This is an optimization exercise on Yosys and OpenROAD, whose aim is small area, not a production implementation.
Only simulation tests tie the RTL to the original design; equivalence was not proved.
Power and IR drop assume default switching activity.

==> design/flow/flow/abc_map.script <==
&get -n
&st
&dch -f
&nf -p -a -F 8 -A 4 -R 1000
&put
topo
stime -c
==> design/flow/design.v <==
module usb_endpoint
(
    input logic clk,
    input logic n_rst,
    input logic hsel,
    input logic [3:0] haddr,
    input logic [1:0] htrans,
    input logic [1:0] hsize,
    input logic hwrite,
    input logic [31:0] hwdata,
    input logic dplus_in,
    input logic dminus_in,
    output logic [31:0] hrdata,
    output logic hresp,
    output logic hready,
    output logic d_mode,
    output logic dplus_out,
    output logic dminus_out
);
    logic rx_data_ready, rx_transfer_active, tx_transfer_active, rx_error, flush;
    logic pid_in, pid_out, pid_ack, pid_nak;
    logic [6:0] buffer_occupancy;
    logic [7:0] rx_data, tx_data, tx_packet_data, rcv_data;
    logic get_rx_data, store_tx_data, clear, tx_error, get_tx_packet_data, store_rx_packet_data;
    logic [3:0] tx_packet;
    logic [63:0][7:0] mem, mem_d;
    fifo_storage STORAGE (.clk(clk), .d(mem_d), .q(mem));
    logic nonseq, err_raw, fifo_addr, rd_cmd;
    assign nonseq = (htrans == 2'b10);
    assign err_raw = (hsize == 2'd3) || (hwrite && haddr >= 4'd4 && haddr <= 4'd8) ||
                     (haddr >= 4'd9 && haddr <= 4'd11) || (haddr >= 4'd14);
    assign fifo_addr = (haddr < 4'd4) && (hsize != 2'd3);
    assign rd_cmd = hsel && !hwrite && nonseq;
    logic [3:0] haddr_f;
    logic hwrite_f, err_f, wr_fifo_f, wr12_f, wr13_f;
    logic [1:0] align_f;
    always_ff @(posedge clk, negedge n_rst) begin
        if (!n_rst) err_f <= 1'b0;
        else err_f <= err_raw;
    end
    always_ff @(posedge clk) begin
        haddr_f <= haddr;
        align_f <= (hsize == 2'd0) ? haddr[1:0] : (hsize == 2'd1) ? {haddr[1], 1'b0} : 2'b00;
        if (!n_rst) begin
            hwrite_f <= 1'b0;
            wr_fifo_f <= 1'b0;
            wr12_f <= 1'b0;
            wr13_f <= 1'b0;
        end
        else begin
            hwrite_f <= hwrite;
            wr_fifo_f <= hwrite && nonseq && fifo_addr;
            wr12_f <= hwrite && nonseq && hsize == 2'd0 && haddr == 4'd12;
            wr13_f <= hwrite && nonseq && hsize == 2'd0 && haddr == 4'd13;
        end
    end
    logic [2:0] pos;
    logic [1:0] nm1;
    logic mode_wr;
    logic busy, byte_ph, last;
    assign busy = !(pos[2] && !pos[1]);
    assign byte_ph = !pos[2];
    assign last = (pos[1:0] == nm1);
    always_ff @(posedge clk, negedge n_rst) begin
        if (!n_rst) pos <= 3'd4;
        else if (!busy) begin
            if (hsel && nonseq && fifo_addr) pos <= hwrite ? 3'd6 : 3'd7;
        end
        else if (byte_ph && last) pos <= 3'd4;
        else pos <= pos + 3'd1;
    end
    always_ff @(posedge clk) begin
        if (!busy) begin
            mode_wr <= hwrite;
            nm1 <= (hsize == 2'd0) ? 2'd0 : (hsize == 2'd1) ? 2'd1 : 2'd3;
        end
    end
    assign get_rx_data = byte_ph && !mode_wr;
    assign store_tx_data = byte_ph && mode_wr;
    logic [31:0] wdata_q;
    logic [1:0] wsel_q;
    logic wr_data_ph;
    assign wr_data_ph = hsel && wr_fifo_f;
    always_ff @(posedge clk) begin
        if (wr_data_ph) begin
            wdata_q <= hwdata;
            wsel_q <= align_f;
        end
    end
    logic [1:0] tx_idx;
    assign tx_idx = wsel_q + pos[1:0];
    assign tx_data = store_tx_data ? wdata_q[8*tx_idx +: 8] : 8'd0;
    logic [6:0] stat;   
    logic [1:0] er;
    logic [6:0] bo;
    always_ff @(posedge clk) begin
        stat[5:0] <= {rx_transfer_active, pid_nak, pid_ack, pid_out, pid_in, rx_data_ready};
        er[0] <= rx_error;
        if (!n_rst) begin
            stat[6] <= 1'b0;
            er[1] <= 1'b0;
            bo <= '0;
        end
        else begin
            stat[6] <= tx_transfer_active;
            er[1] <= tx_error;
            bo <= buffer_occupancy;
        end
    end
    logic [3:0] tx_pac;
    logic flush_ctrl, tta_prev;
    logic [3:0] x;
    always_comb begin
        x = '0;
        case (hwdata)
            32'd1 : x = 4'b0011;
            32'd2 : x = 4'b0010;
            32'd3 : x = 4'b1010;
            32'd4 : x = 4'b1110;
            default: x = '0;
        endcase
    end
    always_ff @(posedge clk) begin
        if (!n_rst) begin
            tx_pac <= '0;
            flush_ctrl <= 1'b0;
            tta_prev <= 1'b1;
        end
        else begin
            tta_prev <= tx_transfer_active;
            if (!tx_transfer_active && tta_prev) tx_pac <= '0;
            else if (hsel && wr12_f) tx_pac <= x;
            if (buffer_occupancy == 7'd0) flush_ctrl <= 1'b0;
            else if (hsel && wr13_f) flush_ctrl <= hwdata[0];
        end
    end
    logic hazard;
    assign hazard = hwrite_f && (haddr_f == haddr);
    logic [31:0] nxt_hrdata;
    always_comb begin
        nxt_hrdata = hrdata;
        if (rd_cmd) begin
            if (hazard) nxt_hrdata = hwdata;
            else begin
                case (hsize)
                    2'b00:
                        case (haddr)
                            4'd4: nxt_hrdata = {27'd0, stat[4:0]};
                            4'd5: nxt_hrdata = {22'd0, stat[6:5], 8'd0};
                            4'd6: nxt_hrdata = {31'd0, er[0]};
                            4'd7: nxt_hrdata = {23'd0, er[1], 8'd0};
                            4'd8: nxt_hrdata = {25'd0, bo};
                            4'd12: nxt_hrdata = {28'd0, tx_pac};
                            4'd13: nxt_hrdata = {31'd0, flush_ctrl};
                            default: ;
                        endcase
                    2'b01:
                        case (haddr)
                            4'd4, 4'd5: nxt_hrdata = {22'd0, stat[6:5], 3'd0, stat[4:0]};
                            4'd6, 4'd7: nxt_hrdata = {23'd0, er[1], 7'd0, er[0]};
                            default: ;
                        endcase
                    default: ;
                endcase
            end
        end
        if (get_rx_data) nxt_hrdata[8*pos[1:0] +: 8] = rx_data;
    end
    always_ff @(posedge clk, negedge n_rst) begin
        if (!n_rst) hrdata <= '0;
        else hrdata <= nxt_hrdata;
    end
    assign hresp = hsel && (err_raw || err_f);
    assign hready = !busy && !(hsel && err_raw && !err_f);
    assign clear = flush_ctrl;
    assign tx_packet = tx_pac;
    assign d_mode = !rx_transfer_active;
    logic s_reset, w_en, r_en;
    logic [7:0] wdata, rdata;
    logic [6:0] wcount, rcount;   
    logic [5:0] wpointer, rpointer;
    logic wrapped;                
    assign s_reset = clear | flush;
    assign w_en = store_tx_data | store_rx_packet_data;
    assign wdata = store_tx_data ? tx_data : rcv_data;
    assign r_en = get_tx_packet_data | get_rx_data;
    assign wpointer = wcount[5:0];
    assign rpointer = rcount[5:0];
    assign buffer_occupancy = wcount - rcount;
    always_ff @(posedge clk) begin
        if (!n_rst) begin
            rcount <= '0;
            wcount <= '0;
            wrapped <= 1'b0;
        end
        else if (s_reset) begin
            rcount <= '0;
            wcount <= '0;
            wrapped <= 1'b0;
        end
        else begin
            if (r_en) rcount <= rcount + 7'd1;
            if (w_en) begin
                wcount <= wcount + 7'd1;
                if (wpointer == 6'd63) wrapped <= 1'b1;
            end
        end
    end
    always_comb for (int i = 0; i < 64; i++)
        mem_d[i] = (w_en && wpointer == i) ? wdata : mem[i];
    logic [3:0] sa;
    logic [15:0] sb;
    logic [7:0] rmux;
    logic [15:0][7:0] grp;
    always_comb begin
        for (int i = 0; i < 4; i++) sa[i] = (rpointer[1:0] == i);
        for (int i = 0; i < 16; i++) sb[i] = (rpointer[5:2] == i);
        rmux = '0;
        for (int k = 0; k < 16; k++) begin
            grp[k] = '0;
            for (int j = 0; j < 4; j++) grp[k] = grp[k] | ({8{sa[j]}} & mem[4*k+j]);
            rmux = rmux | ({8{sb[k]}} & grp[k]);
        end
    end
    assign rdata = (wrapped || rpointer < wpointer) ? rmux : 8'd0;
    assign tx_packet_data = get_tx_packet_data ? rdata : 8'd0;
    assign rx_data = (get_rx_data && !get_tx_packet_data) ? rdata : 8'd0;
    localparam [4:0] RX_IDLE = 5'd0, RX_IDLE_E = 5'd1, RX_EOP_S = 5'd2, RX_EOP_E = 5'd3,
                     RX_READ_SYNC = 5'd4, RX_CHECK_SYNC = 5'd5, RX_READ_PID = 5'd6, RX_SEND_PID = 5'd7,
                     RX_ACK_NACK = 5'd8, RX_TOKEN_D1 = 5'd9, RX_SEND_TOKEN1 = 5'd10, RX_TOKEN_D2 = 5'd11,
                     RX_SEND_TOKEN2 = 5'd12, RX_WAIT = 5'd13, RX_FLUSH = 5'd14, RX_DATA_RECV = 5'd15,
                     RX_DATA_SEND = 5'd16, RX_DATA_NS = 5'd17, RX_ERROR = 5'd18;
    logic [4:0] rx_state, rx_next;
    logic dp_t, dp_s, dp_p, dm_t, dm_s;
    always_ff @(posedge clk) begin
        if (!n_rst) begin
            dp_t <= 1'b1;
            dp_s <= 1'b1;
            dp_p <= 1'b1;
            dm_t <= 1'b0;
            dm_s <= 1'b0;
        end
        else begin
            dp_t <= dplus_in;
            dp_s <= dp_t;
            dp_p <= dp_s;
            dm_t <= dminus_in;
            dm_s <= dm_t;
        end
    end
    logic d_edge, eop, rcving;
    assign rcving = (rx_state[4:2] != 3'd0);
    assign d_edge = dp_s ^ dp_p;
    assign eop = rcving && (dp_s == dm_s);
    logic [2:0] cyc, bits;
    logic [6:0] nbytes;
    logic shift_en, byte_received, max_bytes;
    assign shift_en = (cyc == 3'd3);
    assign byte_received = (bits == 3'd0) && (cyc == 3'd4);
    assign max_bytes = (nbytes == 7'd66);
    always_ff @(posedge clk) begin
        if (!n_rst) begin
            cyc <= '0;
            bits <= '0;
            nbytes <= '0;
        end
        else if (!rcving) begin
            cyc <= '0;
            bits <= '0;
            nbytes <= '0;
        end
        else begin
            cyc <= cyc + 3'd1;
            if (shift_en) bits <= bits + 3'd1;
            if (byte_received) nbytes <= max_bytes ? 7'd1 : nbytes + 7'd1;
        end
    end
    logic d_last;
    always_ff @(posedge clk) begin
        if (!n_rst) d_last <= 1'b1;
        else if (rcving && shift_en) d_last <= dp_s;
    end
    always_ff @(posedge clk) begin
        if (shift_en) rcv_data <= {~(dp_s ^ d_last), rcv_data[7:1]};
    end
    logic err_now;
    assign err_now = (rx_state == RX_IDLE_E) || (rx_state == RX_EOP_E);
    always_comb begin
        rx_next = rx_state;
        case (rx_state)
            RX_IDLE, RX_IDLE_E: if (d_edge) rx_next = RX_READ_SYNC;
            RX_READ_SYNC: begin
                if (eop) rx_next = RX_ERROR;
                else if (byte_received) rx_next = RX_CHECK_SYNC;
            end
            RX_CHECK_SYNC: begin
                if (eop) rx_next = RX_ERROR;
                else if (rcv_data == 8'b10000000) rx_next = RX_READ_PID;
                else rx_next = RX_ERROR;
            end
            RX_READ_PID: begin
                if (eop) rx_next = RX_ERROR;
                else if (byte_received) rx_next = RX_SEND_PID;
            end
            RX_SEND_PID: begin
                if (eop) rx_next = RX_ERROR;
                else case (rcv_data[3:0])
                    4'b0010, 4'b1010: rx_next = RX_ACK_NACK;
                    4'b1001, 4'b0001: rx_next = RX_TOKEN_D1;
                    4'b0011, 4'b1011: rx_next = RX_FLUSH;
                    default: rx_next = RX_ERROR;
                endcase
            end
            RX_ACK_NACK: rx_next = eop ? RX_EOP_S : RX_ERROR;
            RX_TOKEN_D1: if (byte_received) rx_next = RX_SEND_TOKEN1;
            RX_SEND_TOKEN1: rx_next = RX_TOKEN_D2;
            RX_TOKEN_D2: if (byte_received) rx_next = RX_SEND_TOKEN2;
            RX_SEND_TOKEN2: rx_next = eop ? RX_EOP_S : RX_WAIT;
            RX_FLUSH: rx_next = eop ? RX_ERROR : RX_DATA_RECV;
            RX_DATA_RECV: begin
                if (eop || max_bytes) rx_next = RX_ERROR;
                else if (byte_received) rx_next = RX_DATA_SEND;
            end
            RX_DATA_SEND: begin
                if (eop) rx_next = RX_EOP_S;
                else if (!max_bytes && d_edge) rx_next = RX_DATA_RECV;
                else rx_next = RX_DATA_NS;
            end
            RX_WAIT: if (eop) rx_next = RX_EOP_S;
            RX_DATA_NS: begin
                if (eop && bits != 3'd0) rx_next = RX_ERROR;
                else if (eop) rx_next = RX_EOP_S;
                else if (max_bytes && (d_edge || byte_received)) rx_next = RX_ERROR;
                else if (byte_received) rx_next = RX_DATA_SEND;
            end
            RX_EOP_S: if (d_edge) rx_next = RX_IDLE;
            RX_EOP_E: if (d_edge) rx_next = RX_IDLE_E;
            RX_ERROR: if (eop) rx_next = RX_EOP_E;
            default: rx_next = RX_IDLE;
        endcase
    end
    always_ff @(posedge clk, negedge n_rst) begin
        if (!n_rst) rx_state <= RX_IDLE;
        else rx_state <= rx_next;
    end
    assign rx_transfer_active = rcving;
    assign rx_error = err_now || (rx_state == RX_ERROR);
    assign flush = (rx_state == RX_FLUSH);
    assign store_rx_packet_data = (rx_state == RX_SEND_TOKEN1) || (rx_state == RX_SEND_TOKEN2) || (rx_state == RX_DATA_SEND);
    assign rx_data_ready = (rx_state == RX_SEND_TOKEN2) || (rx_state == RX_DATA_SEND);
    logic pid_st;
    assign pid_st = (rx_state == RX_SEND_PID) || (rx_state == RX_ACK_NACK);
    assign pid_in = pid_st && rcv_data[3:0] == 4'b1001;
    assign pid_out = pid_st && rcv_data[3:0] == 4'b0001;
    assign pid_ack = pid_st && rcv_data[3:0] == 4'b0010;
    assign pid_nak = pid_st && rcv_data[3:0] == 4'b1010;
    localparam [3:0] TX_IDLE = 4'd0, TX_ERROR_WAIT = 4'd1, TX_ERROR = 4'd2, TX_WAIT = 4'd3,
                     TX_CLEAR = 4'd4, TX_BUFF_CHECK = 4'd8, TX_SYNC_L = 4'd9,
                     TX_PH_SYNC = 4'd12, TX_PH_PID = 4'd13, TX_PH_DATA = 4'd14, TX_PH_EOP = 4'd15;
    logic [3:0] tx_state, tx_next;
    logic [5:0] k;
    logic en, is_data, is_hs;
    assign en = tx_state[3] && tx_state[2];
    assign is_data = (tx_packet == 4'b0011) || (tx_packet == 4'b1011);
    assign is_hs = (tx_packet == 4'b0010) || (tx_packet == 4'b1010);
    always_comb begin
        tx_next = tx_state;
        case (tx_state)
            TX_IDLE, TX_ERROR_WAIT: begin
                if (is_data) tx_next = TX_BUFF_CHECK;
                else if (is_hs) tx_next = TX_SYNC_L;
            end
            TX_ERROR: if (tx_packet == 4'd0) tx_next = TX_ERROR_WAIT;
            TX_BUFF_CHECK: tx_next = (buffer_occupancy == 7'd0) ? TX_ERROR : TX_SYNC_L;
            TX_SYNC_L: tx_next = TX_PH_SYNC;
            TX_PH_SYNC: if (k == 6'd62) tx_next = TX_PH_PID;
            TX_PH_PID: begin
                if (k == 6'd62) begin
                    if (is_data) tx_next = TX_PH_DATA;
                    else if (is_hs) tx_next = TX_PH_EOP;
                end
            end
            TX_PH_DATA: if (k == 6'd62 && buffer_occupancy == 7'd0) tx_next = TX_PH_EOP;
            TX_PH_EOP: if (k == 6'd24) tx_next = TX_CLEAR;
            TX_CLEAR: tx_next = TX_WAIT;
            TX_WAIT: if (tx_packet == 4'd0) tx_next = TX_IDLE;
            default: tx_next = TX_IDLE;
        endcase
    end
    always_ff @(posedge clk, negedge n_rst) begin
        if (!n_rst) begin
            tx_state <= TX_IDLE;
            k <= '0;
        end
        else begin
            tx_state <= tx_next;
            if (tx_state == TX_CLEAR) k <= '0;
            else if (en) k <= k + 6'd1;
        end
    end
    assign tx_transfer_active = tx_state[3];
    assign tx_error = (tx_state == TX_ERROR) || (tx_state == TX_ERROR_WAIT);
    assign get_tx_packet_data = (tx_state == TX_PH_DATA) && (k == 6'd63);
    logic [7:0] sr, pin;
    always_comb begin
        case (tx_state)
            TX_PH_PID: pin = {~tx_packet, tx_packet};
            TX_PH_DATA: pin = tx_packet_data;
            default: pin = 8'b10000000;
        endcase
    end
    always_ff @(posedge clk) begin
        if (tx_state == TX_SYNC_L || k == 6'd63) sr <= pin;
        else if (k[2:0] == 3'd7) sr <= {1'b1, sr[7:1]};
    end
    always_ff @(posedge clk, negedge n_rst) begin
        if (!n_rst) begin
            dplus_out <= 1'b1;
            dminus_out <= 1'b0;
        end
        else if (tx_state == TX_PH_EOP) begin
            if (k != 6'd63) begin
                dplus_out <= (k >= 6'd16);
                dminus_out <= 1'b0;
            end
        end
        else if (en && k[2:0] == 3'd0 && !sr[0]) begin
            dplus_out <= ~dplus_out;
            dminus_out <= ~dminus_out;
        end
    end
endmodule
module fifo_storage (input logic clk, input logic [63:0][7:0] d, output logic [63:0][7:0] q);
    always_ff @(posedge clk) q <= d;
endmodule
==> design/flow/constraint.sdc <==
create_clock -name core_clock -period 10.0 [get_ports {clk}]
set_input_delay 2.0000 -clock core_clock [delete_from_list [all_inputs] [get_ports {clk}]]
set_output_delay 2.0000 -clock core_clock [all_outputs]
set_load 0.01 [all_outputs]
==> design/flow/config.mk <==
export PLATFORM = sky130hd
export DESIGN_NAME = usb_endpoint
export DESIGN_NICKNAME = usb_endpoint
export VERILOG_FILES = /design/flow/design.v
export SDC_FILE = /design/flow/constraint.sdc
export NUM_CORES = 4
export LEC_CHECK = 0
export CAP_MARGIN = 0
export CORE_MARGIN = 2
export CORE_UTILIZATION = 50
export SLEW_MARGIN = 0
export SYNTH_HIERARCHICAL = 1
==> design/flow/flow/run.sh <==
#!/bin/bash
set -euo pipefail
here=$(pwd)
rm -rf "$here/scripts_abc"
cp -r "$FLOW_HOME/scripts" "$here/scripts_abc"
cp "$here/flow/abc_map.script" "$here/scripts_abc/abc_speed.script"
SCRIPTS_DIR="$here/scripts_abc" bash standard.sh synth > "$here/synth.log" 2>&1
export BUFFER_PORTS_ARGS="-buffer_cell sky130_fd_sc_hd__buf_1"
export CTS_ARGS="-sink_clustering_enable -repair_clock_nets -sink_clustering_size 15 -sink_clustering_max_diameter 60 -buf_list sky130_fd_sc_hd__clkbuf_8 -dont_use_dummy_load"
bash standard.sh > "$here/layout.log" 2>&1
==> design/flow/standard.sh <==
#!/bin/bash
# synth_recipe.tcl (not shown) runs the flow's synth.tcl, then flattens the netlist and writes it again
# the make line also repeats each setting of config.mk as NAME=value (left out here)
make -C /OpenROAD-flow-scripts/flow DESIGN_CONFIG=/design/flow/config.mk WORK_HOME=/design/flow/orfs CLKGATE_MAP_FILE= SYNTH_SCRIPT=/design/flow/synth_recipe.tcl "${@:-finish}"
==> metrics.cfg, run 1 <==
[sta]
hold_ws_ns = 0.409
setup_viol = 0
clock.fmax_ghz = 0.168
min_period_over_period = 0.595
maxSlewHeadroom = 0.222
fin_tns_setup_ns = 0
tightestPinTransition_ns = 1.16
clock-skew-final_ns = 0.0707
rsz0062_at_grt = no
finalMaxSlewViolations = 0
final_hold_viol_count = 0
post-route-min-period_ns = 5.95

[synth]
synth_top_cell_area_share = 0.440
ys_seq_area_frac = 0.551
synthTopCellsByCount = a21oi_1, nor2_1, dfxtp_1, nand2_1, a222oi_1
yosys.area.top_type = dfxtp_1
synthMostInstantiatedCell = a21oi_1
postSynth.asyncResetShare = 0.0775
synth_edf_count = 53
synthFlopType = dfxtp_1
ys_ff_latch = 684
synthesis.area_sq_um = 26300
yosys_warnings = 8
netlist_instances = 2927
yosys-top-cells-area = dfxtp_1, a21oi_1, nor2_1
synthDistinctLibCells = 62
syn_area_per_cell_sq_um = 8.98
syn_nets = 3010

[flow_run]
drv_cap = 0

[clocking]
clk_pin_slew_ns = 0.07
cts_resized = 0
post_cts_buffers = 0
numCtsBuffers = 55
cts_tree = yes
cts_sinks = 684
clk_latency_ns = 0.72
ctsHtreeMaxLevel = 2
clock_path_buffers = 3
postCtsHoldBufs = 0
cts_root_buf = clkbuf_8

[detailed_routing]
first_pass_iters = 10
drtIter0Drc = 2630
post-route-drc-count = 0
wire_per_inst_microns = 22.1
viasPerCell = 6.09
via_count = 23200
postRouteAntennaNets = 0
wl_microns = 84200

[worst_setup_path]
path_cells = buf_1 > nor2b_1 > nor3b_1 > o21ai_0 > o2111ai_1 > o21a_1 > buf_1
end_kind = output pin
cpPeakStageDelay_ns = 0.84
crit_arrival_ns = 3.95
cpMostUsedCell = buf_1
reg2reg_from = rcount[1]$_SDFFE_PP0P_
cp_slowest_cell = nor3b_1
crit_buf_inv = 2
path_class = in2out
path_delay_family = simple AND/OR/NAND/NOR gates
crit_path_start_kind = primary input
worstPathMaxFanout = 9
crit_start = haddr[3]
cp.required_ns = 8.00

[grt]
grt_max_degree = 68
grt_pass1_wl_microns = 127000
grt_busiest_layer = met2
grt_use_met2 = 0.490
antenna_found_initial = 0
first_global_vias = 21400
met3_usage = 0.0415
grtUsageMet1 = 0.410
grt-ovfl-total = 0
grt_use_total = 0.304

[status]
status = finished clean

[power_and_ir_drop]
powerDensity_nw_per_um2 = 194
p_total_mw = 5.60
max-vdd-ir-drop_v = 0.000166
leakage_nw = 10.1

[floorplan]
num_io_pins = 83
initial_core_util = 0.503
die_h_microns = 233
core-area_sq_um = 52200
rows = 84
dieArea_sq_um = 54400
die_x_microns = 233

[worst_hold_path]
worstHoldStart = align_f[1]$_DFF_P_
hold_path.class = reg2reg

[cells_and_area]
seq_area_sq_um = 14500
n_fill_cell = 4874
area_growth_pct = 9.55
multi_input_area_sq_um = 11900
drive_gt1_frac = 0.0450
fin_area_sq_um = 28800
stdcell_count = 3803
layout.nets = 3199

[placement]
port_buffers = 82
dp.cells = 3747
placed_cell_area_sq_um = 28000
gp_congestion = 0.944
hpwl_microns = 54800

-- Yosys stat by module, one instance, submodules excluded --
module | copies in the design | cells inside
usb_endpoint | 1 | 2415
fifo_storage | 1 | 512
-- path summary, 6_finish.rpt --
check                                          end  slack (ns)  cells past startpoint
hold / removal                 wsel_q[1]$_DFFE_PP_        0.41                      0
setup reg to reg              hrdata[14]$_DFF_PN0_        5.33                     12
min in group asynchronous  rx_state[2]$_DFFE_PN0P_        1.23                      1
max in group asynchronous  tx_state[2]$_DFFE_PN0P_        7.66                      2
setup / recovery                             hresp        4.05                      7
hold reg to reg                wsel_q[1]$_DFFE_PP_        0.41                      0
-- sequential cells by signal (all words and copies together), names as in the netlist, 5 cells and up --
signal,flops
nbytes,7
wcount,7
STORAGE.q,512
k,6
rx_state,5
rcount,7
bo,7
hrdata,32
sr,8
stat,7
wdata_q,32
rcv_data,8
-- cells in the final DEF (no fill, tap or decap), types with 7 or more instances in the layout --
master | synthesis | routed
clkbuf_8 | 0 | 55
buf_4 | 0 | 51
and3_1 | 7 | 7
nand2_1 | 256 | 256
nor3_2 | 0 | 10
edfxtp_1 | 53 | 53
mux4_2 | 8 | 8
and2_0 | 18 | 17
a21oi_1 | 696 | 696
o22ai_1 | 18 | 18
xor2_1 | 11 | 11
buf_1 | 1 | 81
a31oi_1 | 7 | 7
nor3_1 | 64 | 54
dfxtp_1 | 578 | 578
dfrtp_1 | 51 | 51
ha_1 | 36 | 32
nand2b_1 | 20 | 20
nand4_1 | 12 | 12
nor2b_1 | 13 | 12
a32oi_1 | 17 | 17
mux2i_4 | 0 | 8
or2_0 | 7 | 7
nor4_1 | 46 | 46
nand3_1 | 35 | 35
nor2_1 | 635 | 635
a211oi_1 | 7 | 7
clkinv_1 | 38 | 38
a22oi_1 | 10 | 10
a222oi_1 | 128 | 128
o21ai_0 | 58 | 57
xnor2_1 | 13 | 13
o211ai_1 | 9 | 9
-- where the power goes --
group,total (mW),internal [mW],switching [mW]
Combinational,1.17,0.344,0.827
Sequential,3.07,2.92,0.149
Clock,1.35,0.490,0.864
Total,5.60,3.76,1.84
-- final cells by class --
class | count | area share
Inverter | 38 | 0.00495
Timing Repair Buffer | 133 | 0.0240
Antenna cell | 1 | 0.0000869
Multi-Input combinational cell | 2204 | 0.412
Tap cell | 688 | 0.0299
Sequential cell | 684 | 0.503
Clock buffer | 55 | 0.0263
-- cell families after synthesis --
logic type | Yosys count | synth area share
fa+ha+maj | 37 | 0.0179
simple gates | 1135 | 0.182
flops | 684 | 0.551
xor+xnor | 24 | 0.00800
compound gates | 988 | 0.224
mux | 20 | 0.0115
buf+inv | 39 | 0.00557
-- per-layer routing --
metal  part of all wire  vias up  routed length [microns]
met5                  0        -                        0
met4              0.045        0                     3770
met3              0.070      170                     5880
met2               0.46      911                    38400
met1               0.43    11000                    36100
li1                   -    11100                        -
-- stage by stage --
step	setup slack, ns	utilization
after detailed placement	4.07	0.537
after floorplan	4.82	-
final	4.05	0.551
after CTS	4.06	0.551
after global routing	3.78	0.551
after global placement	4.15	0.537
==> inputs of run 2 (changes only) <==
--- a/design/flow/config.mk
+++ b/design/flow/config.mk
@@ -5,8 +5,8 @@
 export SDC_FILE = /design/flow/constraint.sdc
 export NUM_CORES = 4
 export LEC_CHECK = 0
-export CAP_MARGIN = 0
+export CAP_MARGIN = 20
 export CORE_MARGIN = 2
 export CORE_UTILIZATION = 50
-export SLEW_MARGIN = 0
+export SLEW_MARGIN = 20
 export SYNTH_HIERARCHICAL = 1
==> metrics.cfg, run 2 <==
[status]
status = finished clean

[detailed_routing]
via_count = 23100  ; -0.15%
viasPerCell = 6.07  ; -0.26%
postRouteAntennaNets = 0  ; unchanged
first_pass_iters = 6  ; -4
wire_per_inst_microns = 22.1  ; -0.23%
wl_met3_microns = 5960  ; +1.4%
post-route-drc-count = 0  ; unchanged
wl_met1_microns = 35900  ; -0.55%
drtIter0Drc = 2563  ; -2.5%
wl_met2_microns = 38500  ; +0.16%
top_layer = met4
wl_microns = 84100  ; -0.13%

[grt]
antenna_found_initial = 0  ; unchanged
first_global_vias = 21400  ; unchanged
grt_use_total = 0.304  ; unchanged
grt_pass1_wl_microns = 127000  ; unchanged
grt-ovfl-total = 0  ; unchanged
grt_max_degree = 68  ; unchanged

[sta]
final_hold_viol_count = 0  ; unchanged
finalMaxSlewViolations = 0  ; unchanged
clock-skew-final_ns = 0.0693  ; -0.00147 ns
hold_ws_ns = 0.409  ; +0.000125 ns
fin_tns_setup_ns = 0  ; unchanged
rsz0062_at_grt = no
post-route-min-period_ns = 5.59  ; -0.361 ns
min_period_over_period = 0.559  ; -0.0361
setup_viol = 0  ; unchanged
clock.fmax_ghz = 0.179  ; +6.5%
tightestPinTransition_ns = 1.13  ; -0.0298 ns
maxSlewHeadroom = 0.242  ; +0.0199

[synth]
yosys_warnings = 8  ; unchanged
synthMostInstantiatedCell = a21oi_1
synthTopCellsByCount = a21oi_1, nor2_1, dfxtp_1, nand2_1, a222oi_1
yosys.area.top_type = dfxtp_1
synthDistinctLibCells = 62  ; unchanged
syn_area_per_cell_sq_um = 8.98  ; unchanged
ys_ff_latch = 684  ; unchanged
ys_seq_area_frac = 0.551  ; unchanged
yosys-top-cells-area = dfxtp_1, a21oi_1, nor2_1
postSynth.asyncResetShare = 0.0775  ; unchanged
synthFlopType = dfxtp_1
synthesis.area_sq_um = 26300  ; unchanged
syn_nets = 3010  ; unchanged
synth_edf_count = 53  ; unchanged
netlist_instances = 2927  ; unchanged
synth_top_cell_area_share = 0.440  ; unchanged

[worst_setup_path]
reg2reg_from = rcount[1]$_SDFFE_PP0P_
cpPeakStageDelay_ns = 0.51  ; -0.33 ns
path_class = in2out
path_cells = buf_1 > nor2b_1 > nor3b_2 > o21ai_0 > o2111ai_1 > o21a_1 > buf_1
cp.required_ns = 8.00  ; about the same
cp-endpoint = hresp
cp_slowest_cell = nor3b_2
r2r_end = hrdata[14]$_DFF_PN0_
cpMostUsedCell = buf_1
crit_path_start_kind = primary input
worstPathMaxFanout = 9  ; unchanged
rrSetupSlack_ns = 5.33  ; about the same
end_kind = output pin
crit_start = haddr[3]
rr_worst_depth = 12  ; unchanged
crit_arrival_ns = 3.59  ; -0.36 ns

[clocking]
cts_tree = yes
clk_latency_ns = 0.72  ; about the same
postCtsHoldBufs = 0  ; unchanged
cts_resized = 0  ; unchanged
cts_root_buf = clkbuf_8
clock_path_buffers = 3  ; unchanged
post_cts_buffers = 0  ; unchanged
clk_pin_slew_ns = 0.07  ; about the same
cts_sinks = 684  ; unchanged
numCtsBuffers = 55  ; unchanged
ctsHtreeMaxLevel = 2  ; unchanged

[placement]
hpwl_microns = 54800  ; unchanged
port_buffers = 82  ; unchanged
dp.cells = 3747  ; unchanged
gp_congestion = 0.944  ; unchanged

[power_and_ir_drop]
p_int_mw = 3.76  ; about the same
p_switching_mw = 1.84  ; about the same
leakage_nw = 10.1  ; +0.22%
power_frac_comb = 0.209  ; about the same
powerDensity_nw_per_um2 = 194  ; -0.19%
seq_power_share = 0.549  ; about the same
clock_power_share = 0.242  ; about the same
switching_share = 0.329  ; about the same
max-vdd-ir-drop_v = 0.000167  ; +0.72%

[cells_and_area]
reg_top3 = STORAGE.q (512), hrdata (32), wdata_q (32)
largest-register = STORAGE.q
largest_register_ffs = 512  ; unchanged
layout_commonest_cell = a21oi_1
drive_gt1_frac = 0.0497  ; +0.00475
stdcell_count = 3807  ; +0.11%
area_growth_pct = 9.78
layout.nets = 3203  ; +0.13%
layout_common_cells = a21oi_1, nor2_1, dfxtp_1

[floorplan]
core-area_sq_um = 52200  ; unchanged
num_io_pins = 83  ; unchanged
initial_core_util = 0.503  ; unchanged
dieArea_sq_um = 54400  ; unchanged
die_x_microns = 233  ; unchanged
die_h_microns = 233  ; unchanged
rows = 84  ; unchanged

[flow_run]
drv_cap = 0  ; unchanged

[worst_hold_path]
hold_path.class = reg2reg

-- run 2: kinds of logic after synthesis --
| kind of cell | Yosys count | synth area share |
|---|---|---|
| simple gates | 1135 | 0.182 |
| compound gates | 988 | 0.224 |
| flops | 684 | 0.551 |
| buf+inv | 39 | 0.00557 |
| fa+ha+maj | 37 | 0.0179 |
| xor+xnor | 24 | 0.00800 |
| mux | 20 | 0.0115 |
-- run 2: worst min-delay path by stage --
stage / cells past startpoint / startpoint / endpoint / slack [ns]
2_1_floorplan: 0 / align_f[0]$_SDFF_PN0_ / wsel_q[0]$_DFFE_PP_ / 0.39
3_3_place_gp: 0 / align_f[0]$_SDFF_PN0_ / wsel_q[0]$_DFFE_PP_ / 0.39
3_5_place_dp: 0 / align_f[0]$_SDFF_PN0_ / wsel_q[0]$_DFFE_PP_ / 0.39
4_1_cts: 0 / align_f[1]$_DFF_P_ / wsel_q[1]$_DFFE_PP_ / 0.41
5_1_grt: 0 / align_f[1]$_DFF_P_ / wsel_q[1]$_DFFE_PP_ / 0.43
6_report: 0 / align_f[1]$_DFF_P_ / wsel_q[1]$_DFFE_PP_ / 0.41
-- run 2: area by class of cell --
cell class	count	area, sq um
antenna	1	2.50
clock buffer	55	757
fill	4866	23400
inverter	38	143
multi-input combinational	2204	11900
sequential	684	14500
tap	688	861
timing repair buffer	137	722
-- run 2: layer usage --
layer / global-route usage / vias to the layer above
met3: 0.0415 / 160
met2: 0.490 / 868
met5: 0 / -
li1: - / 11100
met1: 0.410 / 11000
met4: 0.134 / 0
-- run 2: worst max-delay path, delay by kind of cell --
kind / cells / cell delay (ns)
AO/OA/AOI/OAI: 3 / 0.51
buffers and inverters: 2 / 0.37
AND/OR/NAND/NOR: 2 / 0.71
-- run 2: Yosys stat by module, one instance, submodules excluded --
module        area [sq um]  copies in the design  cells
fifo_storage         10200                     1    512
usb_endpoint         16000                     1   2415
-- run 2: power by group through the flow --
stage	clock, mW	sequential [mW]	combinational [mW]
after floorplan	0	3.10	0.641
after global placement	0	3.13	1.14
after detailed placement	0	3.13	1.15
after CTS	1.39	3.06	1.16
after global routing	1.49	3.09	1.26
final	1.36	3.07	1.17
-- run 2: metrics by stage --
| stage | utilization | setup slack (ns) | power (mW) | area [sq um] |
|---|---|---|---|---|
| 3_3_place_gp | 0.537 | 4.15 | 4.27 | 28000 |
| 5_1_grt | 0.552 | 4.24 | 5.84 | 28900 |
| 6_report | 0.552 | 4.41 | 5.60 | 28900 |
| 4_1_cts | 0.551 | 4.06 | 5.61 | 28800 |
| 3_5_place_dp | 0.537 | 4.07 | 4.28 | 28000 |
| 2_1_floorplan | - | 4.82 | 3.75 | 26300 |
==> inputs of run 3 (changes only) <==
--- a/design/flow/design.v
+++ b/design/flow/design.v
@@ -208,17 +208,17 @@
     end
     always_comb for (int i = 0; i < 64; i++)
         mem_d[i] = (w_en && wpointer == i) ? wdata : mem[i];
-    logic [3:0] sa;
-    logic [15:0] sb;
+    logic [7:0] sa;
+    logic [7:0] sb;
     logic [7:0] rmux;
-    logic [15:0][7:0] grp;
+    logic [7:0][7:0] grp;
     always_comb begin
-        for (int i = 0; i < 4; i++) sa[i] = (rpointer[1:0] == i);
-        for (int i = 0; i < 16; i++) sb[i] = (rpointer[5:2] == i);
+        for (int i = 0; i < 8; i++) sa[i] = (rpointer[2:0] == i);
+        for (int i = 0; i < 8; i++) sb[i] = (rpointer[5:3] == i);
         rmux = '0;
-        for (int k = 0; k < 16; k++) begin
+        for (int k = 0; k < 8; k++) begin
             grp[k] = '0;
-            for (int j = 0; j < 4; j++) grp[k] = grp[k] | ({8{sa[j]}} & mem[4*k+j]);
+            for (int j = 0; j < 8; j++) grp[k] = grp[k] | ({8{sa[j]}} & mem[8*k+j]);
             rmux = rmux | ({8{sb[k]}} & grp[k]);
         end
     end
--- a/design/flow/config.mk
+++ b/design/flow/config.mk
@@ -7,6 +7,6 @@
 export LEC_CHECK = 0
 export CAP_MARGIN = 20
 export CORE_MARGIN = 2
-export CORE_UTILIZATION = 50
+export CORE_UTILIZATION = 35
 export SLEW_MARGIN = 20
 export SYNTH_HIERARCHICAL = 1
==> metrics.cfg, run 3 <==
[status]
status = finished clean

[sta]
fin_tns_setup_ns = 0  ; unchanged
rsz0062_at_grt = no
clock.fmax_ghz = 0.169  ; -5.5%
setup_viol = 0  ; unchanged
final_hold_viol_count = 0  ; unchanged
post-route-min-period_ns = 5.91  ; +0.325 ns
maxSlewHeadroom = 0.270  ; +0.0280
min_period_over_period = 0.591  ; +0.0325
tightestPinTransition_ns = 1.09  ; -0.0437 ns
finalMaxSlewViolations = 0  ; unchanged
clock-skew-final_ns = 0.0746  ; +0.00540 ns

[detailed_routing]
first_pass_iters = 7  ; +1
via_count = 22200  ; -3.8%
postRouteAntennaNets = 0  ; unchanged
viasPerCell = 5.64  ; -7.1%
wl_microns = 79800  ; -5.1%
wire_per_inst_microns = 20.2  ; -8.4%
post-route-drc-count = 0  ; unchanged
drtIter0Drc = 2489  ; -2.9%

[placement]
gp_congestion = 0.907  ; -3.9%
port_buffers = 82  ; unchanged
dp.cells = 3886  ; +3.7%
hpwl_microns = 50700  ; -7.5%

[synth]
yosys.area.top_type = dfxtp_1
synth_edf_count = 53  ; unchanged
yosys-top-cells-area = dfxtp_1, a21oi_1, nor2_1
syn_nets = 2880  ; -4.3%
synthMostInstantiatedCell = nor2_1
ys_seq_area_frac = 0.556  ; +0.00455
ys_ff_latch = 684  ; unchanged
postSynth.asyncResetShare = 0.0775  ; unchanged
synthFlopType = dfxtp_1
syn_area_per_cell_sq_um = 9.33  ; +3.9%
netlist_instances = 2795  ; -4.5%
synthDistinctLibCells = 62  ; unchanged
synthesis.area_sq_um = 26100  ; -0.82%
synth_top_cell_area_share = 0.444  ; +0.00363
synthTopCellsByCount = nor2_1, dfxtp_1, a21oi_1, a222oi_1, nand2_1
yosys_warnings = 8  ; unchanged

[floorplan]
die_h_microns = 277  ; +19%
die_x_microns = 277  ; +19%
dieArea_sq_um = 76700  ; +41%
num_io_pins = 83  ; unchanged
rows = 100  ; +19%
initial_core_util = 0.352  ; -0.151
core-area_sq_um = 74100  ; +42%

[cells_and_area]
antenna_cells = 0  ; -1
layout_common_cells = nor2_1, dfxtp_1, a21oi_1
stdcell_count = 3943  ; +3.6%
area_growth_pct = 11.5
layout.nets = 3061  ; -4.4%
reg_top3 = STORAGE.q (512), hrdata (32), wdata_q (32)
layout_commonest_cell = nor2_1
drive_gt1_frac = 0.0582  ; +0.00846
largest-register = STORAGE.q
post-route-util = 0.392  ; -0.160
largest_register_ffs = 512  ; unchanged

[worst_setup_path]
cp.required_ns = 8.00  ; about the same
crit_arrival_ns = 3.91  ; +0.32 ns
rrSetupSlack_ns = 5.26  ; -0.07 ns
worstPathMaxFanout = 12  ; +3
cpMostUsedCell = buf_1
cpPeakStageDelay_ns = 0.42  ; -0.09 ns
crit_path_start_kind = primary input
path_class = in2out
path_cells = buf_1 > clkinv_1 > and3_1 > o21ai_0 > o2111ai_1 > a31oi_1 > buf_1
cp_slowest_cell = clkinv_1
end_kind = output pin

[grt]
grt_max_degree = 65  ; -4.4%
first_global_vias = 20600  ; -3.6%
antenna_found_initial = 0  ; unchanged
grt-ovfl-total = 0  ; unchanged
grt_use_total = 0.202  ; -0.102
grt_pass1_wl_microns = 123000  ; -3.0%

[power_and_ir_drop]
max-vdd-ir-drop_v = 0.000141  ; -16%
leakage_nw = 10.3  ; +1.9%
powerDensity_nw_per_um2 = 197  ; +1.5%

[clocking]
cts_resized = 0  ; unchanged
cts_sinks = 684  ; unchanged
ctsHtreeMaxLevel = 2  ; unchanged
numCtsBuffers = 54  ; -1.8%
post_cts_buffers = 0  ; unchanged
clk_latency_ns = 0.70  ; -0.02 ns
cts_root_buf = clkbuf_8
clock_path_buffers = 3  ; unchanged
cts_tree = yes
clk_pin_slew_ns = 0.08  ; about the same
postCtsHoldBufs = 0  ; unchanged

[worst_hold_path]
hold_path.class = reg2reg

[flow_run]
drv_cap = 0  ; unchanged

-- run 3: cell count changes in the layout (fill, tap and decap cells not counted), sizes merged, moves of 12 or more --
cell / previous run / this run
nand3: 35 / 59
a221oi: 3 / 25
a21oi: 696 / 563
nor4: 46 / 18
a31oi: 7 / 27
nand2: 256 / 124
a22oi: 10 / 58
buf: 137 / 125
clkinv: 38 / 61
-- run 3: path summary, 6_finish.rpt --
kind | from | end | cells past startpoint
worst max-delay path | haddr[1] | hready | 7
worst min-delay path | align_f[0]$_SDFF_PN0_ | wsel_q[0]$_DFFE_PP_ | 0
worst max register to register | rcount[2]$_SDFFE_PP0P_ | hrdata[12]$_DFF_PN0_ | 14
worst min register to register | align_f[0]$_SDFF_PN0_ | wsel_q[0]$_DFFE_PP_ | 0
max in group asynchronous | n_rst | k[1]$_DFFE_PN0P_ | 2
min in group asynchronous | n_rst | rx_state[1]$_DFFE_PN0P_ | 1
-- run 3: final cells by class --
class / count / area, sq um
flip-flops and latches: 684 / 14500
repair buffers: 126 / 642
multi-input cells: 2049 / 11800
fillers: 7553 / 45000
inverters: 61 / 229
well taps: 969 / 1210
clock buffers: 54 / 743
-- run 3: cell families (layout without fill, tap and decap cells) --
family	after synthesis	after routing	synth area share
AO/OA/AOI/OAI	975	975	0.236
multiplexers	20	20	0.0116
adder cells (fa/ha/maj)	39	39	0.0190
XOR/XNOR	20	20	0.00672
flip-flops	684	684	0.556
buffers and inverters	62	241	0.00893
AND/OR/NAND/NOR	995	995	0.162
-- run 3: worst max-delay path: cells and delay by family --
kind | cells | cell delay, ns
buf+inv | 3 | 0.88
compound gates | 3 | 0.63
simple gates | 1 | 0.40
-- run 3: where the power goes --
group | switching (mW) | internal (mW)
clock network | 0.869 | 0.481
logic | 0.905 | 0.379
registers | 0.145 | 2.94
-- run 3: metal layers --
metal  global-route usage  vias up  wire length [microns]
met5                    0        -                      0
met4               0.0520        0                   1790
met3               0.0256      109                   5410
met2                0.329      809                  36500
met1                0.284    10600                  36100
li1                     -    10800                      -
-- run 3: Yosys stat by module, one instance, submodules excluded --
module | copies in the design | cells inside | flip-flops and latches
usb_endpoint | 1 | 2283 | 172
fifo_storage | 1 | 512 | 512
-- run 3: metrics by stage --
| stage | power (mW) | setup WS, ns | hold WS [ns] | cell area, sq um |
|---|---|---|---|---|
| after floorplan | 3.80 | 3.60 | 0.386 | 26100 |
| after global placement | 4.39 | 4.18 | 0.387 | 28200 |
| after detailed placement | 4.40 | 4.17 | 0.389 | 28200 |
| after CTS | 5.74 | 4.15 | 0.410 | 28900 |
| after global routing | 5.97 | 3.91 | 0.429 | 29100 |
| final | 5.72 | 4.09 | 0.408 | 29100 |
==> inputs of run 4 (changes only) <==
--- a/design/flow/config.mk
+++ b/design/flow/config.mk
@@ -7,6 +7,6 @@
 export LEC_CHECK = 0
 export CAP_MARGIN = 20
 export CORE_MARGIN = 2
-export CORE_UTILIZATION = 35
+export CORE_UTILIZATION = 50
 export SLEW_MARGIN = 20
 export SYNTH_HIERARCHICAL = 1
==> metrics.cfg, run 4 <==
[status]
status = finished clean

[synth]
synthFlopType = dfxtp_1
synth_edf_count = 53  ; unchanged
synth_top_cell_area_share = 0.444  ; unchanged
synth_top_family_by_area = compound AO/OA/AOI/OAI gates
synthTopCellsByCount = nor2_1, dfxtp_1, a21oi_1, a222oi_1, nand2_1
yosys-top-cells-area = dfxtp_1, a21oi_1, nor2_1
yosys.area.top_type = dfxtp_1
yosys.area_share.adder = 0.0190  ; unchanged
synthesis.area_sq_um = 26100  ; unchanged
ys_ff_latch = 684  ; unchanged
syn_nets = 2880  ; unchanged
netlist_instances = 2795  ; unchanged
syn_area_per_cell_sq_um = 9.33  ; unchanged
synth_mux_area_frac = 0.0116  ; unchanged
synth_xor_area_frac = 0.00672  ; unchanged
synthSimpleGateAreaFrac = 0.162  ; unchanged
synth_compound_area_frac = 0.236  ; unchanged
ys_seq_area_frac = 0.556  ; unchanged
yosys_warnings = 8  ; unchanged
synthMostInstantiatedCell = nor2_1
postSynth.asyncResetShare = 0.0775  ; unchanged
synthDistinctLibCells = 62  ; unchanged

[worst_setup_path]
worstPathMaxFanout = 12  ; unchanged
cpMostUsedCell = buf_1
crit_buf_inv = 3  ; unchanged
cp.required_ns = 8.00  ; about the same
path_class = in2out
path_cells = buf_1 > clkinv_1 > and3_1 > o21ai_0 > o2111ai_1 > a31oi_1 > buf_1
cpPeakStageDelay_ns = 0.42  ; about the same
crit_path_start_kind = primary input
path_delay_family = buffers and inverters
crit_arrival_ns = 3.86  ; -0.05 ns
cp_slowest_cell = clkinv_1
end_kind = output pin

[detailed_routing]
viasPerCell = 6.21  ; +10%
post-route-drc-count = 0  ; unchanged
drtIter0Drc = 2774  ; +11%
postRouteAntennaNets = 0  ; unchanged
wire_per_inst_microns = 22.5  ; +11%
wl_microns = 82500  ; +3.4%
first_pass_iters = 7  ; unchanged
via_count = 22800  ; +2.5%

[clocking]
clock_path_buffers = 3  ; unchanged
postCtsHoldBufs = 0  ; unchanged
cts_sinks = 684  ; unchanged
ctsHtreeMaxLevel = 2  ; unchanged
clk_pin_slew_ns = 0.09  ; about the same
cts_tree = yes
cts_root_buf = clkbuf_8
clk_latency_ns = 0.71  ; about the same
cts_resized = 0  ; unchanged
post_cts_buffers = 0  ; unchanged
numCtsBuffers = 54  ; unchanged

[power_and_ir_drop]
powerDensity_nw_per_um2 = 198  ; +0.75%
max-vdd-ir-drop_v = 0.000118  ; -16%
leakage_nw = 10.4  ; +1.1%
p_total_mw = 5.72  ; -0.12%

[grt]
grt_max_degree = 65  ; unchanged
grt_pass1_wl_microns = 125000  ; +1.5%
grt_use_total = 0.301  ; +0.0985
first_global_vias = 21300  ; +3.7%
grt-ovfl-total = 0  ; unchanged
antenna_found_initial = 0  ; unchanged

[floorplan]
rows = 83  ; -17%
num_io_pins = 83  ; unchanged
initial_core_util = 0.507  ; +0.155
die_h_microns = 232  ; -16%
dieArea_sq_um = 54000  ; -30%
die_x_microns = 232  ; -16%
core-area_sq_um = 51400  ; -31%

[placement]
port_buffers = 82  ; unchanged
place_ws_ns = 4.17  ; +0.00890 ns
gp_congestion = 0.912  ; +0.60%
hpwl_microns = 53000  ; +4.4%

[cells_and_area]
largest-register = STORAGE.q
antenna_cells = 0  ; unchanged
largest_register_ffs = 512  ; unchanged
layout.nets = 3076  ; +0.49%
drive_gt1_frac = 0.0619  ; +0.00372
reg_top3 = STORAGE.q (512), hrdata (32), wdata_q (32)
n_fill_cell = 4725  ; -37%
layout_commonest_cell = nor2_1
area_growth_pct = 10.5
layout_common_cells = nor2_1, dfxtp_1, a21oi_1

[sta]
rsz0062_at_grt = no
finalWorstSetupSlack_ns = 4.14  ; +0.0535 ns
post-route-min-period_ns = 5.86  ; -0.0535 ns
min_period_over_period = 0.586  ; -0.00535
clock-skew-final_ns = 0.0698  ; -0.00486 ns
clock.fmax_ghz = 0.171  ; +0.91%
fin_tns_setup_ns = 0  ; unchanged
tightestPinTransition_ns = 1.15  ; +0.0560 ns
finalMaxSlewViolations = 0  ; unchanged
setup_viol = 0  ; unchanged
maxSlewHeadroom = 0.234  ; -0.0362
final_hold_viol_count = 0  ; unchanged

[flow_run]
drv_cap = 0  ; unchanged

[worst_hold_path]
hold_path.class = reg2reg

## run 4: cell counts after synthesis
No cell type changed its count.
## run 4: stage by stage
step	cell area, sq um	hold WS (ns)	utilization	instances
detailed placement	27900	0.393	0.543	3610
global placement	27900	0.390	0.543	3610
finish	28800	0.413	0.561	3669
global route	28800	0.432	0.561	3669
CTS	28700	0.414	0.558	3664
floorplan	26100	0.386	-	2795
## run 4: cells by family (layout without fill, tap and decap cells)
group                      count (synthesis)  count (layout)
adders and majority gates                 39              39
AOI/OAI and AO/OA                        975             975
muxes                                     20              20
xor gates and xnor gates                  20              20
and+or+nand+nor                          995             995
DFF                                      684             684
buffers and inverters                     62             256
## run 4: cell type report
class / instances / area [sq um] / area share
Multi-Input combinational cell: 2049 / 11700 / 0.408
Inverter: 61 / 229 / 0.00795
Sequential cell: 684 / 14500 / 0.503
Tap cell: 680 / 851 / 0.0295
Clock buffer: 54 / 743 / 0.0258
Timing Repair Buffer: 141 / 758 / 0.0263
## run 4: per-layer routing
metal  GRT usage  vias up  part of all wire
li1            -    10800                 -
met5           0        -                 0
met4       0.127        0             0.037
met3      0.0360      165             0.071
met2       0.492      955              0.46
met1       0.404    10900              0.43
## run 4: final timing paths
| path | from | end | slack (ns) | cells after the start |
|---|---|---|---|---|
| max | haddr[1] | hready | 4.14 | 7 |
| min | align_f[1]$_DFF_P_ | wsel_q[1]$_DFFE_PP_ | 0.41 | 0 |
| max reg2reg | rcount[1]$_SDFFE_PP0P_ | hrdata[10]$_DFF_PN0_ | 5.04 | 13 |
| min reg2reg | align_f[1]$_DFF_P_ | wsel_q[1]$_DFFE_PP_ | 0.41 | 0 |
| max in group asynchronous | n_rst | hrdata[1]$_DFF_PN0_ | 7.73 | 2 |
| min in group asynchronous | n_rst | rx_state[4]$_DFFE_PN0P_ | 1.32 | 1 |
## run 4: per-module statistics from Yosys, one instance, submodules excluded
module	cells	times used	flops+latches	cell area, sq um
fifo_storage	512	1	512	10200
usb_endpoint	2283	1	172	15800
## run 4: power by group
group / internal, mW / switching, mW / leakage, nW
clock network: 0.482 / 0.867 / 0.388
logic: 0.382 / 0.881 / 4.23
registers: 2.94 / 0.161 / 5.81
==> inputs of run 5 (changes only) <==
--- a/design/flow/config.mk
+++ b/design/flow/config.mk
@@ -7,6 +7,6 @@
 export LEC_CHECK = 0
 export CAP_MARGIN = 20
 export CORE_MARGIN = 2
-export CORE_UTILIZATION = 50
+export CORE_UTILIZATION = 65
 export SLEW_MARGIN = 20
 export SYNTH_HIERARCHICAL = 1
==> metrics.cfg, run 5 <==
[worst_setup_path]
crit_start = haddr[1]
reg2reg_from = rcount[0]$_SDFFE_PP0P_
end_kind = output pin
rrSetupSlack_ns = 5.04  ; about the same
crit_arrival_ns = 3.83  ; -0.03 ns
crit_path_start_kind = primary input
cpMostUsedCell = buf_1
worstPathMaxFanout = 12  ; unchanged
cp-endpoint = hready
cp_slowest_cell = clkinv_1
cp.required_ns = 8.00  ; about the same
path_class = in2out
r2r_end = hrdata[13]$_DFF_PN0_
path_cells = buf_1 > clkinv_1 > and3_1 > o21ai_0 > o2111ai_1 > a31oi_1 > buf_1
cpPeakStageDelay_ns = 0.41  ; about the same
rr_worst_depth = 15  ; +2

[sta]
finalWorstSetupSlack_ns = 4.17  ; +0.0297 ns
clock-skew-final_ns = 0.0563  ; -0.0135 ns
finalMaxSlewViolations = 0  ; unchanged
final_hold_viol_count = 0  ; unchanged
post-route-min-period_ns = 5.83  ; -0.0297 ns
setup_viol = 0  ; unchanged
min_period_over_period = 0.583  ; -0.00297
fin_tns_setup_ns = 0  ; unchanged
rsz0062_at_grt = no
maxSlewHeadroom = 0.211  ; -0.0231
clock.fmax_ghz = 0.172  ; +0.51%
tightestPinTransition_ns = 1.18  ; +0.0304 ns

[detailed_routing]
drtIter0Drc = 3161  ; +14%
wire_per_inst_microns = 22.3  ; -0.71%
first_pass_iters = 9  ; +2
viasPerCell = 6.64  ; +6.9%
via_count = 23300  ; +2.1%
postRouteAntennaNets = 0  ; unchanged
post-route-drc-count = 0  ; unchanged
wl_microns = 78300  ; -5.1%

[floorplan]
dieArea_sq_um = 41700  ; -23%
core-area_sq_um = 39600  ; -23%
rows = 73  ; -12%
die_h_microns = 204  ; -12%
die_x_microns = 204  ; -12%
num_io_pins = 83  ; unchanged
initial_core_util = 0.658  ; +0.151

[power_and_ir_drop]
switching_share = 0.332  ; -0.00219
p_switching_mw = 1.88  ; -1.5%
max-vdd-ir-drop_v = 0.000199  ; +68%
seq_power_share = 0.548  ; +0.005
p_int_mw = 3.79  ; -0.55%
power_frac_comb = 0.221  ; about the same
clock_power_share = 0.231  ; -0.005
leakage_nw = 10.3  ; -1.3%
powerDensity_nw_per_um2 = 199  ; +0.32%

[synth]
yosys-top-cells-area = dfxtp_1, a21oi_1, nor2_1
ys_ff_latch = 684  ; unchanged
synth_edf_count = 53  ; unchanged
synth_compound_area_frac = 0.236  ; unchanged
synthFlopType = dfxtp_1
postSynth.asyncResetShare = 0.0775  ; unchanged
syn_nets = 2880  ; unchanged
yosys.area_share.adder = 0.0190  ; unchanged
synthSimpleGateAreaFrac = 0.162  ; unchanged
synthMostInstantiatedCell = nor2_1
synth_mux_area_frac = 0.0116  ; unchanged
synthesis.area_sq_um = 26100  ; unchanged
synthDistinctLibCells = 62  ; unchanged
yosys_warnings = 8  ; unchanged
ys_seq_area_frac = 0.556  ; unchanged
synth_top_family_by_area = compound AO/OA/AOI/OAI gates
synth_top_cell_area_share = 0.444  ; unchanged
syn_area_per_cell_sq_um = 9.33  ; unchanged
synth_xor_area_frac = 0.00672  ; unchanged
netlist_instances = 2795  ; unchanged
yosys.area.top_type = dfxtp_1
synthTopCellsByCount = nor2_1, dfxtp_1, a21oi_1, a222oi_1, nand2_1

[cells_and_area]
layout_commonest_cell = nor2_1
layout_common_cells = nor2_1, dfxtp_1, a21oi_1
layout.nets = 3067  ; -0.29%
antenna_cells = 0  ; unchanged
seq_area_sq_um = 14500  ; unchanged
drive_gt1_frac = 0.0557  ; -0.00619
largest-register = STORAGE.q
reg_top3 = STORAGE.q (512), hrdata (32), wdata_q (32)
largest_register_ffs = 512  ; unchanged
n_fill_cell = 3016  ; -36%
area_growth_pct = 9.22
multi_input_area_sq_um = 11700  ; -0.54%

[flow_run]
drv_cap = 0  ; unchanged

[placement]
gp_congestion = 0.987  ; +8.3%
port_buffers = 82  ; unchanged
hpwl_microns = 50600  ; -4.5%
place_ws_ns = 4.20  ; +0.0305 ns

[clocking]
clk_latency_ns = 0.70  ; about the same
cts_root_buf = clkbuf_8
cts_sinks = 684  ; unchanged
cts_resized = 0  ; unchanged
ctsHtreeMaxLevel = 2  ; unchanged
postCtsHoldBufs = 0  ; unchanged
post_cts_buffers = 0  ; unchanged
numCtsBuffers = 52  ; -3.7%
clock_path_buffers = 3  ; unchanged
cts_tree = yes
clk_pin_slew_ns = 0.09  ; about the same

[grt]
first_global_vias = 21500  ; +0.65%
grt-ovfl-total = 0  ; unchanged
antenna_found_initial = 0  ; unchanged
grt_pass1_wl_microns = 120000  ; -3.9%
grt_use_total = 0.369  ; +0.0677
grt_max_degree = 65  ; unchanged

[worst_hold_path]
hold_path.class = reg2reg

[status]
status = finished clean

run 5: power by group through the flow:
stage	combinational [mW]	sequential [mW]	clock, mW
final	1.25	3.10	1.31
after floorplan	0.670	3.13	0
after global placement	1.19	3.15	0
after CTS	1.21	3.09	1.32
after detailed placement	1.21	3.16	0
after global routing	1.34	3.12	1.42
run 5: kinds of logic after synthesis:
group,after synthesis
and+or+nand+nor,995
AOI/OAI and AO/OA,975
DFF,684
buffers and inverters,62
adders and majority gates,39
xor gates and xnor gates,20
muxes,20
run 5: metal layers:
| layer | routed length [microns] | GRT usage | share of wire | up-vias |
|---|---|---|---|---|
| li1 | - | - | - | 10800 |
| met1 | 31200 | 0.493 | 0.40 | 11100 |
| met2 | 36000 | 0.585 | 0.46 | 1225 |
| met3 | 7840 | 0.0623 | 0.10 | 200 |
| met4 | 3200 | 0.175 | 0.041 | 0 |
| met5 | 0 | 0 | 0 | - |
run 5: per-stage QoR:
step                total power, mW  area, sq um  cells  utilization  hold slack, ns
global placement               4.34        27600   3450        0.697           0.393
finish                         5.67        28500   3505        0.718           0.408
floorplan                      3.80        26100   2795            -           0.386
detailed placement             4.36        27700   3450        0.698           0.408
global route                   5.87        28500   3505        0.718           0.433
CTS                            5.63        28400   3502        0.716           0.417
run 5: how the worst min path moves through the flow:
stage,from,endpoint,depth (start not counted)
finish,dp_t$_SDFF_PN1_,dp_s$_SDFF_PN1_,1
global route,dp_t$_SDFF_PN1_,dp_s$_SDFF_PN1_,1
CTS,dp_t$_SDFF_PN1_,dp_s$_SDFF_PN1_,1
detailed placement,dp_t$_SDFF_PN1_,dp_s$_SDFF_PN1_,1
global placement,align_f[1]$_DFF_P_,wsel_q[1]$_DFFE_PP_,0
floorplan,align_f[0]$_SDFF_PN0_,wsel_q[0]$_DFFE_PP_,0
run 5: critical path: cells and delay by family:
family,cells,cell delay [ns]
buf+inv,3,0.85
compound gates,3,0.60
simple gates,1,0.39
run 5: final cells by class:
cell class,instances,area share
clock buffer,52,0.0251
inverter,61,0.00804
multi-input combinational,2049,0.410
sequential,684,0.509
tap,525,0.0231
timing repair buffer,134,0.0246
run 5: modules after synthesis, one instance, submodules excluded:
module,cells,flip-flops and latches
usb_endpoint,2283,172
fifo_storage,512,512
==> inputs of run 6 (changes only) <==
--- a/design/flow/design.v
+++ b/design/flow/design.v
@@ -387,7 +387,7 @@
             default: tx_next = TX_IDLE;
         endcase
     end
-    always_ff @(posedge clk, negedge n_rst) begin
+    always_ff @(posedge clk) begin
         if (!n_rst) begin
             tx_state <= TX_IDLE;
             k <= '0;
==> metrics.cfg, run 6 <==
[detailed_routing]
viasPerCell = 6.62  ; -0.23%
post-route-drc-count = 0  ; unchanged
drtIter0Drc = 2815  ; -11%
wl_microns = 78200  ; -0.12%
via_count = 23300  ; +0.34%
first_pass_iters = 8  ; -1
postRouteAntennaNets = 0  ; unchanged
wire_per_inst_microns = 22.2  ; -0.69%

[worst_setup_path]
crit_start = haddr[1]
end_kind = output pin
crit_path_start_kind = primary input
crit_arrival_ns = 3.81  ; -0.02 ns
worstPathMaxFanout = 12  ; unchanged
cp.required_ns = 8.00  ; about the same
path_class = in2out
reg2reg_from = rcount[1]$_SDFFE_PP0P_
rrSetupSlack_ns = 4.90  ; -0.14 ns

[cells_and_area]
layout.nets = 3087  ; +0.65%
drive_gt1_frac = 0.0580  ; +0.00230
largest-register = STORAGE.q
layout_commonest_cell = nor2_1
fin_area_sq_um = 28400  ; -0.16%
layout_common_cells = nor2_1, a21oi_1, dfxtp_1
area_growth_pct = 9.31  ; about the same
reg_top3 = STORAGE.q (512), hrdata (32), wdata_q (32)
antenna_cells = 0  ; unchanged
n_fill_cell = 3100  ; +2.8%
largest_register_ffs = 512  ; unchanged

[flow_run]
drv_cap = 0  ; unchanged

[clocking]
numCtsBuffers = 52  ; unchanged
post_cts_buffers = 0  ; unchanged
postCtsHoldBufs = 0  ; unchanged
cts_tree = yes
clock_path_buffers = 3  ; unchanged
ctsHtreeMaxLevel = 2  ; unchanged
cts_sinks = 684  ; unchanged
clk_latency_ns = 0.69  ; about the same
cts_resized = 0  ; unchanged
cts_root_buf = clkbuf_8
clk_pin_slew_ns = 0.09  ; about the same

[power_and_ir_drop]
max-vdd-ir-drop_v = 0.000165  ; -17%
powerDensity_nw_per_um2 = 202  ; +1.3%
leakage_nw = 10.2  ; -0.62%

[placement]
port_buffers = 82  ; unchanged
hpwl_microns = 50200  ; -0.78%
gp_congestion = 0.976  ; -1.1%
placed_cell_area_sq_um = 27600  ; -0.19%

[floorplan]
num_io_pins = 83  ; unchanged
die_h_microns = 204  ; -0.12%
core-area_sq_um = 39600  ; unchanged
rows = 73  ; unchanged
die_x_microns = 204  ; -0.12%
dieArea_sq_um = 41600  ; -0.24%
initial_core_util = 0.656  ; -0.00161

[synth]
postSynth.asyncResetShare = 0.0629  ; -0.0146
synthFlopType = dfxtp_1
syn_nets = 2897  ; +0.59%
synthTopCellsByCount = nor2_1, a21oi_1, dfxtp_1, nand2_1, a222oi_1
yosys_warnings = 8  ; unchanged
synth_edf_count = 53  ; unchanged
synthMostInstantiatedCell = nor2_1
synthesis.area_sq_um = 26000  ; -0.24%
ys_ff_latch = 684  ; unchanged
yosys.area.top_type = dfxtp_1
yosys-top-cells-area = dfxtp_1, a21oi_1, nor2_1
synthDistinctLibCells = 57  ; -8.1%
ys_seq_area_frac = 0.555  ; -0.000561
netlist_instances = 2812  ; +0.61%
syn_area_per_cell_sq_um = 9.25  ; -0.85%
synth_top_cell_area_share = 0.453  ; +0.00879

[sta]
rsz0062_at_grt = no
clock-skew-final_ns = 0.0792  ; +0.0229 ns
tightestPinTransition_ns = 1.09  ; -0.0898 ns
finalMaxSlewViolations = 0  ; unchanged
maxSlewHeadroom = 0.273  ; +0.0628
fin_tns_setup_ns = 0  ; unchanged
clock.fmax_ghz = 0.172  ; +0.38%
setup_viol = 0  ; unchanged
final_hold_viol_count = 0  ; unchanged
min_period_over_period = 0.581  ; -0.00221
post-route-min-period_ns = 5.81  ; -0.0221 ns

[grt]
antenna_found_initial = 0  ; unchanged
grt_use_met2 = 0.599  ; +0.0134
grt_max_degree = 65  ; unchanged
first_global_vias = 21900  ; +1.9%
met3_usage = 0.0485  ; -0.0139
grt_busiest_layer = met2
grt-ovfl-total = 0  ; unchanged
grt_pass1_wl_microns = 121000  ; +0.34%
grt_use_total = 0.370  ; +0.00142
grtUsageMet1 = 0.497  ; +0.00411

[worst_hold_path]
hold_path.class = reg2reg
worstHoldStart = dp_t$_SDFF_PN1_

[status]
status = finished clean

## run 6: cell types whose count changed after synthesis, moves of 9 or more
cell,delta
dfrtp_1,-10
nor2b_1,+9
a21oi_1,+27
nor3_1,+12
dfxtp_1,+10
nand2_1,+9
a222oi_1,-10
## run 6: cells by family after synthesis
logic type,count (synthesis),share of synthesized area
flops,684,0.555
xor+xnor,23,0.00775
simple gates,1014,0.165
mux,19,0.0113
compound gates,975,0.233
fa+ha+maj,39,0.0191
buf+inv,58,0.00837
## run 6: layer usage
layer,vias to the layer above,part of all wire
met1,11100,0.40
met4,0,0.047
met3,230,0.098
li1,10800,-
met5,-,0
met2,1241,0.46
## run 6: per-stage QoR
step | std cells | worst slack [ns] | utilization | hold WS, ns | power, mW
floorplan | 2812 | 3.77 | - | 0.386 | 3.88
global placement | 3470 | 4.29 | 0.696 | 0.392 | 4.40
detailed placement | 3470 | 4.26 | 0.696 | 0.400 | 4.44
CTS | 3522 | 4.26 | 0.714 | 0.407 | 5.69
global route | 3525 | 4.04 | 0.717 | 0.415 | 5.94
finish | 3525 | 4.19 | 0.717 | 0.417 | 5.73
## run 6: final cells by class
cell class | instances | area, sq um | share of cell area
sequential | 684 | 14400 | 0.508
clock buffer | 52 | 716 | 0.0252
timing repair buffer | 137 | 722 | 0.0254
tap | 525 | 657 | 0.0231
multi-input combinational | 2070 | 11700 | 0.411
inverter | 57 | 214 | 0.00753
## run 6: final timing paths
path / end / cells past startpoint
max in group asynchronous: dplus_out$_DFFE_PN1P_ / 2
min in group asynchronous: rx_state[1]$_DFFE_PN0P_ / 1
max reg2reg: hrdata[12]$_DFF_PN0_ / 15
min: dp_s$_SDFF_PN1_ / 1
min reg2reg: dp_s$_SDFF_PN1_ / 1
max: hready / 7
## run 6: worst max-delay path, cell delays in order
cell and delay, ns:
buf_1 0.25, clkinv_1 0.42, and3_1 0.40, o21ai_0 0.19
o2111ai_1 0.18, a31oi_1 0.20, buf_1 0.17
## run 6: power breakdown
part | total (mW) | switching (mW) | internal, mW | leakage, nW
logic | 1.31 | 0.912 | 0.394 | 4.09
clock network | 1.30 | 0.839 | 0.465 | 0.374
registers | 3.12 | 0.171 | 2.95 | 5.76
total | 5.73 | 1.92 | 3.81 | 10.2
## run 6: per-module statistics from Yosys, one instance, submodules excluded
module        cell area (sq um)  cells  copies in the design  flops+latches
fifo_storage              10200    512                     1            512
usb_endpoint              15800   2300                     1            172

## separate check: timing with driven ports
No port has a modelled driver above. Below, the same layouts with a new extraction and two added sets of constraints. Step 1, drivers: a clkbuf_16 drives clk and a buf_2 each remaining input, both assumed. Step 2 moves the port delays by t, midway between the first and last clock arrival at a register: inputs arrive t later, outputs are due t later. That takes back most of the time a late clock gives input paths. Slacks: no drivers / after step 1 / after step 2; pairs: no drivers / after step 1.
| run | shift t [ns] | slack for setup (ns) | worst setup path at the end | latest minus earliest clock arrival (ns) | slew at the worst register clock pin (ns) |
|---|---|---|---|---|---|
| run 1 | 0.742 | 4.052 / 4.026 / 4.026 | input to output | 0.071 / 0.072 | 0.10 / 0.10 |
| run 2 | 0.744 | 4.412 / 4.387 / 4.387 | input to output | 0.070 / 0.069 | 0.10 / 0.10 |
| run 3 | 0.728 | 4.088 / 4.038 / 4.038 | input to output | 0.075 / 0.075 | 0.10 / 0.10 |
| run 4 | 0.734 | 4.141 / 4.113 / 4.113 | input to output | 0.069 / 0.070 | 0.10 / 0.10 |
| run 5 | 0.732 | 4.171 / 4.143 / 4.143 | input to output | 0.057 / 0.057 | 0.10 / 0.10 |
| run 6 | 0.711 | 4.193 / 4.164 / 4.164 | input to output | 0.081 / 0.080 | 0.11 / 0.11 |
After both steps every run listed still meets setup and hold. For run 3, which loses most, drivers alone change the setup slack by -0.050 ns; drivers and shift together by -0.050 ns.
